Source: an optimization exercise on an open RTL-to-GDS flow (aim: small area). Production flows keep margins and buffers that such runs may drop.
In this exercise RTL edits were held to simulation tests only and were not proved equivalent to the original.
No driver is modelled on the clock port, so clock power and skew are understated where the tree is cut down; a real chip needs a root buffer or a tree.
Power and IR drop assume default switching activity.

==> v31: inputs <==
// top_digital_clock
module top_digital_clock (
    input  logic clk_50mhz,
    input  logic rst_n,
    input  logic btn_set_n,
    input  logic btn_sel_n,
    input  logic btn_inc_n,
    output logic [7:0] seg_out,
    output logic [7:0] an_out
);
export LEC_CHECK = 0
export ABC_AREA = 1
export CAP_MARGIN = 20
export CORE_MARGIN = 2
export CORE_UTILIZATION = 70
export SLEW_MARGIN = 20
create_clock -name core_clock -period 10.0 [get_ports {clk_50mhz}]
standard.sh (not shown) runs the stock make flow with config.mk's settings and CLKGATE_MAP_FILE= SYNTH_SCRIPT=/design/flow/synth_recipe.tcl, a recipe that flattens the netlist after the stock synthesis.
==> flow/flow/run.sh <==
#!/bin/bash
# Own layout flow: the standard layout (standard.sh) with three changes.
#  1. After the standard synthesis, the combinational logic is re-mapped by
#     ABC for area (flow/resynth.sh); every flip-flop stays as synthesised.
#  2. Ports are buffered with buf_1 cells.
#  3. The clock tree is a few hand-placed clock buffers (flow/clock_buffers.tcl,
#     run as the CTS step's PRE hook) in place of CTS's H-tree.
# Each tool's output goes to a log file of its own in this folder.
set -euo pipefail
W=$(pwd)
R=$W/orfs/results/sky130hd/top_digital_clock/base
export BUFFER_PORTS_ARGS="-buffer_cell sky130_fd_sc_hd__buf_1"
export PRE_CTS_TCL=$W/flow/clock_buffers.tcl
export CLK_BUF_CELLS=${CLK_BUF_CELLS:-"sky130_fd_sc_hd__clkbuf_16 sky130_fd_sc_hd__clkbuf_16 sky130_fd_sc_hd__clkbuf_16"}
bash standard.sh synth > synth.log 2>&1
cp $R/1_2_yosys.v $W/standard_synth.v
bash flow/resynth.sh $W/standard_synth.v $W/resynth.v $W > resynth.log 2>&1
cp $W/resynth.v $R/1_2_yosys.v
touch $R/1_2_yosys.v
bash standard.sh > layout.log 2>&1
==> flow/flow/abc/d11.abc <==
strash
&get -n
&deepsyn -T 20 -S 11
&put
dc2
dch -f
amap
==> flow/flow/abc/d19.abc <==
strash
&get -n
&deepsyn -T 20 -S 19
&put
dc2
dch -f
amap
==> flow/flow/abc/d3.abc <==
strash
&get -n
&deepsyn -T 20 -S 3
&put
dc2
dch -f
amap
==> flow/flow/abc/d31.abc <==
strash
&get -n
&deepsyn -T 20 -S 31
&put
dc2
dch -f
amap
==> flow/flow/abc/d53.abc <==
strash
&get -n
&deepsyn -T 20 -S 53
&put
dc2
dch -f
amap
==> flow/flow/abc/d61.abc <==
strash
&get -n
&deepsyn -T 20 -S 61
&put
dc2
dch -f
amap
==> flow/flow/abc/d89.abc <==
strash
&get -n
&deepsyn -T 20 -S 89
&put
dc2
dch -f
amap
==> flow/flow/abc/d97.abc <==
strash
&get -n
&deepsyn -T 20 -S 97
&put
dc2
dch -f
amap
==> flow/flow/clock_buffers.tcl <==
# Replaces CTS's tree: the flip-flops' clock pins are grouped by position
# (balanced k-means) and each group is driven by one clock buffer
# placed at its centre. The clock port then drives only those buffers.
# CLK_BUF_CELLS lists one clock buffer cell per group; each group's share of
# the pins follows the buffer's drive (the number ending its name).
set cells $::env(CLK_BUF_CELLS)
set nbuf [llength $cells]
set block [ord::get_db_block]
set wsum 0
foreach c $cells { incr wsum [lindex [split $c _] end] }
set clknet [$block findNet clk_50mhz]
set items {}
foreach it [$clknet getITerms] {
  set loc [[$it getInst] getLocation]
  lappend items [list [lindex $loc 0] [lindex $loc 1] $it]
}
set n [llength $items]
puts "clock_buffers: $n clock pins, buffers $cells"
# k-means, seeded with points spread along the sorted x order
set items [lsort -integer -index 0 $items]
set cent {}
for {set b 0} {$b < $nbuf} {incr b} {
  set e [lindex $items [expr {(2 * $b + 1) * $n / (2 * $nbuf)}]]
  lappend cent [list [lindex $e 0] [lindex $e 1]]
}
for {set iter 0} {$iter < 50} {incr iter} {
  # balanced assignment: nearest centre first, at most cap pins per buffer
  for {set b 0} {$b < $nbuf} {incr b} {
    set w [lindex [split [lindex $cells $b] _] end]
    set cap($b) [expr {int(ceil(double($n) * $w / $wsum))}]
  }
  set pairs {}
  set i 0
  foreach e $items {
    for {set b 0} {$b < $nbuf} {incr b} {
      set c [lindex $cent $b]
      lappend pairs [list [expr {abs([lindex $e 0] - [lindex $c 0]) + abs([lindex $e 1] - [lindex $c 1])}] $i $b]
    }
    incr i
  }
  for {set b 0} {$b < $nbuf} {incr b} { set grp($b) {}; set cnt($b) 0 }
  array unset done
  foreach pr [lsort -integer -index 0 $pairs] {
    lassign $pr d i b
    if {[info exists done($i)] || $cnt($b) >= $cap($b)} continue
    set done($i) 1
    incr cnt($b)
    lappend grp($b) [lindex $items $i]
  }
  set newc {}
  for {set b 0} {$b < $nbuf} {incr b} {
    set sx 0; set sy 0; set k [llength $grp($b)]
    if {$k == 0} { lappend newc [lindex $cent $b]; continue }
    foreach e $grp($b) { incr sx [lindex $e 0]; incr sy [lindex $e 1] }
    lappend newc [list [expr {$sx / $k}] [expr {$sy / $k}]]
  }
  if {$newc eq $cent} break
  set cent $newc
}
for {set b 0} {$b < $nbuf} {incr b} {
  if {[llength $grp($b)] == 0} continue
  set c [lindex $cent $b]
  set master [[ord::get_db] findMaster [lindex $cells $b]]
  set inst [odb::dbInst_create $block $master "clkbuf_hand_$b"]
  set net [odb::dbNet_create $block "clknet_hand_$b"]
  $net setSigType CLOCK
  foreach e $grp($b) {
    set it [lindex $e 2]
    $it disconnect
    $it connect $net
  }
  [$inst findITerm A] connect $clknet
  [$inst findITerm X] connect $net
  $inst setLocation [lindex $c 0] [lindex $c 1]
  $inst setPlacementStatus PLACED
  puts "clock_buffers: clkbuf_hand_$b drives [llength $grp($b)] pins at $c"
}
proc clock_tree_synthesis { args } {
  puts "clock_tree_synthesis skipped: clock buffers placed by clock_buffers.tcl"
}
Other scripts of this flow, unchanged in this note and not shown: flow/flow/abc/a1.abc, flow/flow/abc/a2.abc, flow/flow/abc/d1.abc, flow/flow/abc/d13.abc, flow/flow/abc/d29.abc, flow/flow/abc/d42.abc, flow/flow/abc/d7.abc, flow/flow/abc/d77.abc, flow/flow/gen_map.py, flow/flow/resynth.sh
==> inputs of v8, as changes to v31 <==
--- a/flow/design.v
+++ b/flow/design.v
@@ -1,12 +1,12 @@
 module time_regs (
     input  logic clk,
     input  logic rst_n,
     input  logic adv,
     input  logic inc_en,
-    input  logic mh, input logic mm, input logic ms,
+    input  logic [1:0] st,
     output logic [1:0] h1, output logic [3:0] h0,
     output logic [2:0] m1, output logic [3:0] m0,
     output logic [2:0] s1, output logic [3:0] s0
 );
     function automatic [3:0] t10(input [3:0] d, input e);
         t10 = {e & d[0] & (d[3] | (d[1] & d[2])), e & d[0] & d[1], e & d[0] & ~d[3], e};
@@ -16,15 +16,15 @@
     endfunction
     wire s0_9 = s0[0] & s0[3];
     wire m0_9 = m0[0] & m0[3];
     wire s59 = s0_9 & s1[0] & s1[2];
     wire m59 = m0_9 & m1[0] & m1[2];
     wire h23 = h1[1] & h0[0] & h0[1];
-    wire e_s = adv | (inc_en & ms);
-    wire e_m = (adv & s59) | (inc_en & mm);
-    wire e_h = (adv & s59 & m59) | (inc_en & mh);
+    wire e_s = adv | (inc_en & st == 2'd3);
+    wire e_m = (adv & s59) | (inc_en & st == 2'd2);
+    wire e_h = (adv & s59 & m59) | (inc_en & st == 2'd1);
     logic [1:0] h1x; logic [3:0] h0x;
     assign h1 = h1x ^ 2'd1;
     assign h0 = h0x ^ 4'd2;
     always_ff @(posedge clk or negedge rst_n) begin
         if (!rst_n) begin
             h1x <= 2'd0; h0x <= 4'd0;
@@ -47,19 +47,20 @@
 module debouncer (
     input  logic clk,
     input  logic rst_n,
     input  logic btn_n,
     output logic pulse
 );
-    localparam logic [9:0] START = 10'h114;
+    localparam logic [9:0] START = 10'h268;
     logic q1, q2, t1, p;
     logic [9:0] x;
     wire [9:0] c = x ^ START;
     wire diff = q1 ^ q2;
-    wire done = (c[6:0] == 7'd0);
-    wire fb   = (c[9] ^ c[0]) & ~done;
+    wire z9   = (c[8:0] == 9'd0);
+    wire done = z9 & ~c[9];
+    wire fb   = (c[9] ^ c[2]) & ~z9;
     wire [9:0] c_next = {c[8:0], fb};
     always_ff @(posedge clk or negedge rst_n) begin
         if (!rst_n) begin
             q1 <= 1'b0; q2 <= 1'b0; t1 <= 1'b0; p <= 1'b0;
             x <= '0;
         end else begin
@@ -74,13 +75,13 @@
     end
     assign pulse = p;
 endmodule
 module display_mux (
     input  logic [2:0] sel,
     input  logic       blink,
-    input  logic mh, input logic mm, input logic ms,
+    input  logic [1:0] st,
     input  logic [1:0] h1, input logic [3:0] h0,
     input  logic [2:0] m1, input logic [3:0] m0,
     input  logic [2:0] s1, input logic [3:0] s0,
     output logic [7:0] seg_out,
     output logic [7:0] an_out
 );
@@ -88,15 +89,15 @@
     always_comb for (int i = 0; i < 6; i++) a[i] = (sel == i);
     assign an_out = {2'b00, a};
     wire [3:0] d = ({4{a[0]}} & s0) | ({4{a[1]}} & {1'b0, s1}) |
                    ({4{a[2]}} & m0) | ({4{a[3]}} & {1'b0, m1}) |
                    ({4{a[4]}} & h0) | ({4{a[5]}} & {2'b00, h1});
     wire dp = ~(a[2] | a[4]);
-    wire blank = blink & ((mh & (a[4] | a[5])) |
-                          (mm & (a[2] | a[3])) |
-                          (ms & (a[0] | a[1])));
+    wire blank = blink & ((st == 2'd1 & (a[4] | a[5])) |
+                          (st == 2'd2 & (a[2] | a[3])) |
+                          (st == 2'd3 & (a[0] | a[1])));
     wire A = d[3], B = d[2], C = d[1], D = d[0];
     wire [6:0] on;
     assign on[0] = A | C | (B & D) | (~B & ~D);
     assign on[1] = ~B | (~C & ~D) | (C & D);
     assign on[2] = B | ~C | D;
     assign on[3] = A | (~B & ~D) | (~B & C) | (C & ~D) | (B & ~C & D);
@@ -132,30 +133,28 @@
     wire blink = hi[5];
     wire [2:0] sel = mid;
     wire set_p, sel_p, inc_p;
     debouncer u_db_set (.clk(clk_50mhz), .rst_n(rst_n), .btn_n(btn_set_n), .pulse(set_p));
     debouncer u_db_sel (.clk(clk_50mhz), .rst_n(rst_n), .btn_n(btn_sel_n), .pulse(sel_p));
     debouncer u_db_inc (.clk(clk_50mhz), .rst_n(rst_n), .btn_n(btn_inc_n), .pulse(inc_p));
-    localparam logic [1:0] SH = 2'd1, SM = 2'd2, SS = 2'd3;
     logic [1:0] st;
     wire run = (st == 2'd0);
-    wire mh = (st == SH), mm = (st == SM), ms = (st == SS);
     always_ff @(posedge clk_50mhz or negedge rst_n)
         if (!rst_n)       st <= 2'd0;
-        else if (set_p)   st <= run ? SH : 2'd0;
-        else if (sel_p && !run) st <= mh ? SM : mm ? SS : SH;
+        else if (set_p)   st <= run ? 2'd1 : 2'd0;
+        else if (sel_p && !run) st <= (st == 2'd3) ? 2'd1 : st + 2'd1;
     logic [1:0] h1; logic [3:0] h0;
     logic [2:0] m1; logic [3:0] m0;
     logic [2:0] s1; logic [3:0] s0;
     time_regs u_time (
         .clk(clk_50mhz), .rst_n(rst_n),
         .adv(run & tick & ~set_p),
         .inc_en(~run & inc_p & ~set_p),
-        .mh(mh), .mm(mm), .ms(ms),
+        .st(st),
         .h1(h1), .h0(h0), .m1(m1), .m0(m0), .s1(s1), .s0(s0)
     );
     display_mux u_disp (
-        .sel(sel), .blink(blink), .mh(mh), .mm(mm), .ms(ms),
+        .sel(sel), .blink(blink), .st(st),
         .h1(h1), .h0(h0), .m1(m1), .m0(m0), .s1(s1), .s0(s0),
         .seg_out(seg_out), .an_out(an_out)
     );
 endmodule
--- a/flow/flow/run.sh
+++ b/flow/flow/run.sh
@@ -8,13 +8,14 @@
 # Each tool's output goes to a log file of its own in this folder.
 set -euo pipefail
 W=$(pwd)
 R=$W/orfs/results/sky130hd/top_digital_clock/base
 export BUFFER_PORTS_ARGS="-buffer_cell sky130_fd_sc_hd__buf_1"
 export PRE_CTS_TCL=$W/flow/clock_buffers.tcl
-export CLK_BUF_CELLS=${CLK_BUF_CELLS:-"sky130_fd_sc_hd__clkbuf_16 sky130_fd_sc_hd__clkbuf_16 sky130_fd_sc_hd__clkbuf_16"}
+export CLK_NBUF=${CLK_NBUF:-4}
+export CLK_BUF_CELL=${CLK_BUF_CELL:-sky130_fd_sc_hd__clkbuf_8}
 bash standard.sh synth > synth.log 2>&1
 cp $R/1_2_yosys.v $W/standard_synth.v
 bash flow/resynth.sh $W/standard_synth.v $W/resynth.v $W > resynth.log 2>&1
 cp $W/resynth.v $R/1_2_yosys.v
 touch $R/1_2_yosys.v
 bash standard.sh > layout.log 2>&1
==> flow/flow/clock_buffers.tcl (replaced) <==
# Replaces CTS's tree: the flip-flops' clock pins are grouped by position
# (k-means, CLK_NBUF groups) and each group is driven by one clock buffer
# placed at its centre. The clock port then drives only those buffers.
set nbuf [expr {[info exists ::env(CLK_NBUF)] ? $::env(CLK_NBUF) : 2}]
set bufcell [expr {[info exists ::env(CLK_BUF_CELL)] ? $::env(CLK_BUF_CELL) : "sky130_fd_sc_hd__clkbuf_8"}]
set block [ord::get_db_block]
set master [[ord::get_db] findMaster $bufcell]
set clknet [$block findNet clk_50mhz]
set items {}
foreach it [$clknet getITerms] {
  set loc [[$it getInst] getLocation]
  lappend items [list [lindex $loc 0] [lindex $loc 1] $it]
}
set n [llength $items]
puts "clock_buffers: $n clock pins, $nbuf x $bufcell"
# k-means, seeded with points spread along the sorted x order
set items [lsort -integer -index 0 $items]
set cent {}
for {set b 0} {$b < $nbuf} {incr b} {
  set e [lindex $items [expr {(2 * $b + 1) * $n / (2 * $nbuf)}]]
  lappend cent [list [lindex $e 0] [lindex $e 1]]
}
for {set iter 0} {$iter < 50} {incr iter} {
  # balanced assignment: nearest centre first, at most cap pins per buffer
  set cap [expr {($n + $nbuf - 1) / $nbuf}]
  set pairs {}
  set i 0
  foreach e $items {
    for {set b 0} {$b < $nbuf} {incr b} {
      set c [lindex $cent $b]
      lappend pairs [list [expr {abs([lindex $e 0] - [lindex $c 0]) + abs([lindex $e 1] - [lindex $c 1])}] $i $b]
    }
    incr i
  }
  for {set b 0} {$b < $nbuf} {incr b} { set grp($b) {}; set cnt($b) 0 }
  array unset done
  foreach pr [lsort -integer -index 0 $pairs] {
    lassign $pr d i b
    if {[info exists done($i)] || $cnt($b) >= $cap} continue
    set done($i) 1
    incr cnt($b)
    lappend grp($b) [lindex $items $i]
  }
  set newc {}
  for {set b 0} {$b < $nbuf} {incr b} {
    set sx 0; set sy 0; set k [llength $grp($b)]
    if {$k == 0} { lappend newc [lindex $cent $b]; continue }
    foreach e $grp($b) { incr sx [lindex $e 0]; incr sy [lindex $e 1] }
    lappend newc [list [expr {$sx / $k}] [expr {$sy / $k}]]
  }
  if {$newc eq $cent} break
  set cent $newc
}
for {set b 0} {$b < $nbuf} {incr b} {
  if {[llength $grp($b)] == 0} continue
  set c [lindex $cent $b]
  set inst [odb::dbInst_create $block $master "clkbuf_hand_$b"]
  set net [odb::dbNet_create $block "clknet_hand_$b"]
  $net setSigType CLOCK
  foreach e $grp($b) {
    set it [lindex $e 2]
    $it disconnect
    $it connect $net
  }
  [$inst findITerm A] connect $clknet
  [$inst findITerm X] connect $net
  $inst setLocation [lindex $c 0] [lindex $c 1]
  $inst setPlacementStatus PLACED
  puts "clock_buffers: clkbuf_hand_$b drives [llength $grp($b)] pins at $c"
}
proc clock_tree_synthesis { args } {
  puts "clock_tree_synthesis skipped: clock buffers placed by clock_buffers.tcl"
}
PLACE_DENSITY = 0.9   (was unset)
removed: flow/flow/abc/d11.abc
removed: flow/flow/abc/d19.abc
removed: flow/flow/abc/d3.abc
removed: flow/flow/abc/d31.abc
removed: flow/flow/abc/d53.abc
removed: flow/flow/abc/d61.abc
removed: flow/flow/abc/d89.abc
removed: flow/flow/abc/d97.abc
==> notes <==
In v8 the critical path depth is higher than in v31, by 2. In flip-flop and latch count, v31 and v8 do not differ. Between v31 and v8, the lower die area is in v31 (gap about 1.4%, measured against v8). Global-route usage: v8 is higher than v31 (1.8 points). Against v31, the sequential power of v8 is smaller by about 13%. Against v8, the synthesized cell count of v31 is lower by about 4%. In v31 the clock power is larger than in v8, by about 10%.
In every run of this note, the design's own scripts or RTL, not TritonCTS, make the clock network.

separate check: timing with driven ports:
Ports are ideal in the flow. The routed layouts listed here were re-timed in OpenROAD. Step 1: set_driving_cell puts a clkbuf_16 on clk_50mhz and a buf_2 on each other input, an assumption about the parent block. Step 2 moves the port delays by t, midway between the first and last clock arrival at a register: inputs arrive t later, outputs are due t later. That takes back most of the time a late clock gives input paths. a / b / c = ideal / step 1 / step 2; a / b = the first two.
| run | t, ns | setup WS [ns] | worst setup path after step 2 | clock arrival spread, ns | pins driven straight from the clock port |
|---|---|---|---|---|---|
| v31 | 0.213 | 5.750 / 5.693 / 5.906 | register to output | 0.015 / 0.014 | 3 |
| v8 | 0.222 | 5.411 / 5.352 / 5.574 | register to output | 0.017 / 0.017 | 4 |
After both steps setup and hold are still met in every run listed.
